Context: an optimization exercise on an open-source flow, tuned for small area. The choices shown serve that exercise and are no tape-out recipe.

==> flow/design.v <==
module dc_router_top (clk, reset, instruction, offset, filesize, acc_done, fft_enable, fir_enable, data_bus_in, data_bus_out, fft_data_in, fir_data_in, fft_data_out, fir_data_out, to_fft_empty, to_fft_full, from_fft_empty, from_fft_full, to_fir_empty, to_fir_full, from_fir_empty, from_fir_full, fft_put_req, fft_get_req, fir_put_req, fir_get_req, ram_read_enable, ram_write_enable, addr);
input clk, reset, to_fft_full, to_fft_empty, from_fft_full, from_fft_empty, to_fir_full, to_fir_empty, from_fir_full, from_fir_empty;
input [31:0] instruction, offset, filesize;
input [31:0] fft_data_in, fir_data_in;
output acc_done, fft_enable, fir_enable, fft_put_req, fft_get_req, fir_put_req, fir_get_req, ram_read_enable, ram_write_enable;
output [31:0] addr;
output [31:0] fft_data_out, fir_data_out;
input [31:0] data_bus_in;
output [31:0] data_bus_out;
reg prev1, prev2;           
reg valid_reg, acc_done_reg;
reg sel_fir_q;              
reg [15:0] rcnt, wcnt;      
reg rdone, wdone;           
wire hi_zero = ~|instruction[31:2];
wire is1 = hi_zero & ~instruction[1] & instruction[0];
wire is2 = hi_zero & instruction[1] & ~instruction[0];
wire fft_read_done  = rdone & ~sel_fir_q;
wire fft_write_done = wdone & ~sel_fir_q;
wire fir_read_done  = rdone & sel_fir_q;
wire fir_write_done = wdone & sel_fir_q;
wire fft_finished = fft_read_done & fft_write_done;
wire fir_finished = fir_read_done & fir_write_done;
wire finished = rdone & wdone;
wire changed = (is1 & ~prev1) | (is2 & ~prev2);
wire valid = changed | (valid_reg & ~finished);
assign fft_enable = ~reset & is1 & valid & ~fft_finished;
assign fir_enable = ~reset & is2 & valid & ~fir_finished;
assign acc_done = ~reset & (finished | (acc_done_reg & ~(valid & (is1 | is2))));
reg fft_to, fft_from, fir_to, fir_from;
always @(*)
begin
	case ({to_fft_empty, to_fft_full, from_fft_empty, from_fft_full})
	4'b0000: {fft_to, fft_from} = 2'b01;
	4'b0001: {fft_to, fft_from} = 2'b01;
	4'b0010: {fft_to, fft_from} = 2'b10;
	4'b0100: {fft_to, fft_from} = 2'b01;
	4'b0101: {fft_to, fft_from} = 2'b01;
	4'b1000: {fft_to, fft_from} = 2'b10;
	4'b1001: {fft_to, fft_from} = 2'b01;
	4'b1010: {fft_to, fft_from} = 2'b10;
	default: {fft_to, fft_from} = 2'b00;
	endcase
	case ({to_fir_empty, to_fir_full, from_fir_empty, from_fir_full})
	4'b0000: {fir_to, fir_from} = 2'b01;
	4'b0001: {fir_to, fir_from} = 2'b01;
	4'b0010: {fir_to, fir_from} = 2'b10;
	4'b0100: {fir_to, fir_from} = 2'b01;
	4'b0101: {fir_to, fir_from} = 2'b01;
	4'b1000: {fir_to, fir_from} = 2'b10;
	4'b1001: {fir_to, fir_from} = 2'b01;
	4'b1010: {fir_to, fir_from} = 2'b10;
	default: {fir_to, fir_from} = 2'b00;
	endcase
end
wire data_to_fft   = fft_enable & fft_to;
wire data_from_fft = fft_enable & fft_from;
wire data_to_fir   = fir_enable & fir_to;
wire data_from_fir = fir_enable & fir_from;
assign fft_put_req = data_to_fft & ~fft_read_done & ~fft_write_done;
assign fft_get_req = data_from_fft & (fft_read_done | ~fft_write_done);
assign fir_put_req = data_to_fir & ~fir_read_done & ~fir_write_done & ~fft_write_done;
assign fir_get_req = data_from_fir & (fir_read_done | (~fir_write_done & ~fft_write_done));
assign ram_read_enable = fft_put_req | fir_put_req;
assign ram_write_enable = fft_get_req | fir_get_req;
assign fft_data_out = data_to_fft ? data_bus_in : 32'b0;
assign fir_data_out = data_to_fir ? data_bus_in : 32'b0;
assign data_bus_out = data_from_fft ? fft_data_in : (data_from_fir ? fir_data_in : 32'b0);
wire enabled = fft_enable | fir_enable;
wire go_read = data_to_fft | data_to_fir;
wire go_write = data_from_fft | data_from_fir;
wire go = go_read | go_write;
wire ins_fft = instruction[0];
wire same = ins_fft ^ sel_fir_q;
wire dir_read = sel_fir_q ? fir_to : fft_to;
wire [15:0] sel_cnt = dir_read ? rcnt : wcnt;
wire [15:0] target = filesize[15:0] - {15'b0, ins_fft};
wire target_zero = ~|target;
wire req = same ? (rcnt == target) : target_zero;
wire weq = same ? (wcnt == target) : target_zero;
wire [15:0] inc = same ? sel_cnt + 16'd1 : 16'd1;
wire inc_r = go_read & ~req;
wire inc_w = go_write & ~weq;
wire keep_r = enabled & same & ~inc_r;
wire keep_w = enabled & same & ~inc_w;
wire [15:0] cnt_g = same ? sel_cnt : 16'b0;
wire [16:0] cy;
wire [0:0] hc;
assign cy[0] = 1'b0;
assign hc[0] = cy[16];
genvar i;
generate
	for (i = 0; i < 16; i = i + 1) begin : g_lo
		assign cy[i+1] = (offset[i] & cnt_g[i]) | (cy[i] & (offset[i] | cnt_g[i]));
		assign addr[i] = go & (offset[i] ^ cnt_g[i] ^ cy[i]);
	end
endgenerate
wire [15:0] hi_inc = offset[31:16] + 16'd1;
assign addr[31:16] = go ? (hc[0] ? hi_inc : offset[31:16]) : 16'b0;
always @(posedge clk)
begin
	prev1 <= is1;
	prev2 <= is2;
	valid_reg <= ~reset & valid;
	acc_done_reg <= acc_done;
	sel_fir_q <= fir_enable;
	rdone <= enabled & req;
	wdone <= enabled & weq;
	rcnt <= ({16{inc_r}} & inc) | ({16{keep_r}} & rcnt);
	wcnt <= ({16{inc_w}} & inc) | ({16{keep_w}} & wcnt);
end
endmodule
Settings: LEC_CHECK=0, ABC_AREA=1, CAP_MARGIN=20, CORE_MARGIN=2, CORE_UTILIZATION=40, CTS_BUF_LIST=sky130_fd_sc_hd__clkbuf_8, CTS_CLUSTER_DIAMETER=200, CTS_CLUSTER_SIZE=40, SLEW_MARGIN=20; clock period 10.0 ns.
standard.sh (not shown) runs the stock make flow with config.mk's settings and CLKGATE_MAP_FILE= SYNTH_SCRIPT=/design/flow/synth_recipe.tcl, a recipe that flattens the netlist after the stock synthesis.
==> flow/flow/run.sh <==
#!/bin/bash
set -euo pipefail
HERE=$(pwd)
PLAT=$FLOW_HOME/platforms/$FLOW_PLATFORM
RES=$HERE/orfs/results/$FLOW_PLATFORM/dc_router_top/base
export YOSYS=$FLOW_HOME/../tools/install/yosys/bin/yosys
export LIB=$PLAT/lib/sky130_fd_sc_hd__tt_025C_1v80.lib
export TECH_LEF=$PLAT/lef/sky130_fd_sc_hd.tlef
export SC_LEF=$PLAT/lef/sky130_fd_sc_hd_merged.lef
export TOP=$FLOW_TOP
export SDC=$HERE/constraint.sdc
export DONT_USE=$(awk '/^export DONT_USE_CELLS/{f=1} f{print} f && !/\\$/{f=0}' $PLAT/config.mk | sed 's/export DONT_USE_CELLS *+\?= *//' | tr -d '\\' | tr '\n' ' ')

bash standard.sh synth > synth.log 2>&1
cp $RES/1_2_yosys.v $HERE/std_synth.v

mkdir -p $HERE/resynth $HERE/abcpool
python3 $HERE/flow/abc_pool.py $HERE/abcpool
ls $HERE/abcpool/*.abc | xargs -P ${NUM_CORES:-4} -I{} bash $HERE/flow/try_one.sh {} $HERE > $HERE/resynth_results.txt 2> $HERE/resynth_errors.log || true
best=$(awk '$2 > 0 && $3 > -90 { d = 0.2 - $3; if (d < 0) d = 0; c = $2 + 400 * d; print c, $1, $2, $3 }' $HERE/resynth_results.txt | sort -n | head -1)
echo "chosen: $best" > $HERE/resynth_choice.txt
n=$(echo "$best" | awk '{print $2}')
if [[ -n "$n" ]]; then
  cp $HERE/resynth/$n.v $RES/1_2_yosys.v
  rm -f $RES/1_synth.odb $RES/1_synth.sdc
fi
# The resizer's repair buffers: at most buf_2 (the platform's don't-use list
# plus the larger plain buffers).
LAYOUT_DONT_USE="$DONT_USE sky130_fd_sc_hd__buf_4 sky130_fd_sc_hd__buf_6 sky130_fd_sc_hd__buf_8 sky130_fd_sc_hd__buf_12 sky130_fd_sc_hd__buf_16"
bash standard.sh "BUFFER_PORTS_ARGS=-buffer_cell sky130_fd_sc_hd__buf_1" "DONT_USE_CELLS=$LAYOUT_DONT_USE" \
  "CTS_ARGS=-sink_clustering_enable -repair_clock_nets -dont_use_dummy_load -buf_list sky130_fd_sc_hd__clkbuf_8 -sink_clustering_size 40 -sink_clustering_max_diameter 200" \
  finish > finish.log 2>&1
Other scripts of this flow, unchanged in this note and not shown: flow/flow/abc_pool.py, flow/flow/resynth.tcl, flow/flow/sta.tcl, flow/flow/try_one.sh
==> next run, changes <==
--- a/flow/flow/run.sh
+++ b/flow/flow/run.sh
@@ -25,8 +25,5 @@
   rm -f $RES/1_synth.odb $RES/1_synth.sdc
 fi
-# The resizer's repair buffers: at most buf_2 (the platform's don't-use list
-# plus the larger plain buffers).
-LAYOUT_DONT_USE="$DONT_USE sky130_fd_sc_hd__buf_4 sky130_fd_sc_hd__buf_6 sky130_fd_sc_hd__buf_8 sky130_fd_sc_hd__buf_12 sky130_fd_sc_hd__buf_16"
-bash standard.sh "BUFFER_PORTS_ARGS=-buffer_cell sky130_fd_sc_hd__buf_1" "DONT_USE_CELLS=$LAYOUT_DONT_USE" \
+bash standard.sh "BUFFER_PORTS_ARGS=-buffer_cell sky130_fd_sc_hd__buf_1" \
   "CTS_ARGS=-sink_clustering_enable -repair_clock_nets -dont_use_dummy_load -buf_list sky130_fd_sc_hd__clkbuf_8 -sink_clustering_size 40 -sink_clustering_max_diameter 200" \
   finish > finish.log 2>&1
CORE_UTILIZATION = 60   (was 40)
CTS_BUF_LIST = default   (was sky130_fd_sc_hd__clkbuf_8)
CTS_CLUSTER_DIAMETER = default   (was 200)
CTS_CLUSTER_SIZE = default   (was 40)
Outcome: Now the flow never finished: it broke off in I/O pin placement. Synthesized cell count does not change. Area after synthesis stays the same.
==> next run, changes <==
CORE_UTILIZATION = 40   (was 60)
CTS_BUF_LIST = sky130_fd_sc_hd__clkbuf_8   (was default)
CTS_CLUSTER_DIAMETER = 200   (was default)
CTS_CLUSTER_SIZE = 40   (was default)
What happened:
- The changed run completed with no timing, DRC or antenna violations
- area after synthesis is unchanged
- synthesized cell count does not change
Function was not checked in any run of this note: the RTL went through the layout flow alone.

[separate check: timing with driven ports]
In the flow no input, the clock included, has a driving cell. The finished layouts below were timed again as built, in two steps.
Step 1: set_driving_cell puts a clkbuf_16 on clk and a buf_2 on each other input, an assumption about the parent block.
Step 2 moves the port delays by t, midway between the first and last clock arrival at a register: inputs arrive t later, outputs are due t later. That takes back most of the time a late clock gives input paths.
Three values: ideal, step 1, step 2; two values: the first two.
| run | shift t [ns] | slack for setup (ns) | worst hold slack (ns) |
|---|---|---|---|
| the first run | 0.320 | 0.576 / 0.552 / 0.552 | 0.495 / 0.495 / 0.495 |
| the third run | 0.325 | 0.632 / 0.609 / 0.609 | 0.499 / 0.499 / 0.499 |
After both steps setup and hold are still met in every run listed. For the first run, which loses most, drivers alone change the setup slack by -0.024 ns; drivers and shift together by -0.024 ns.
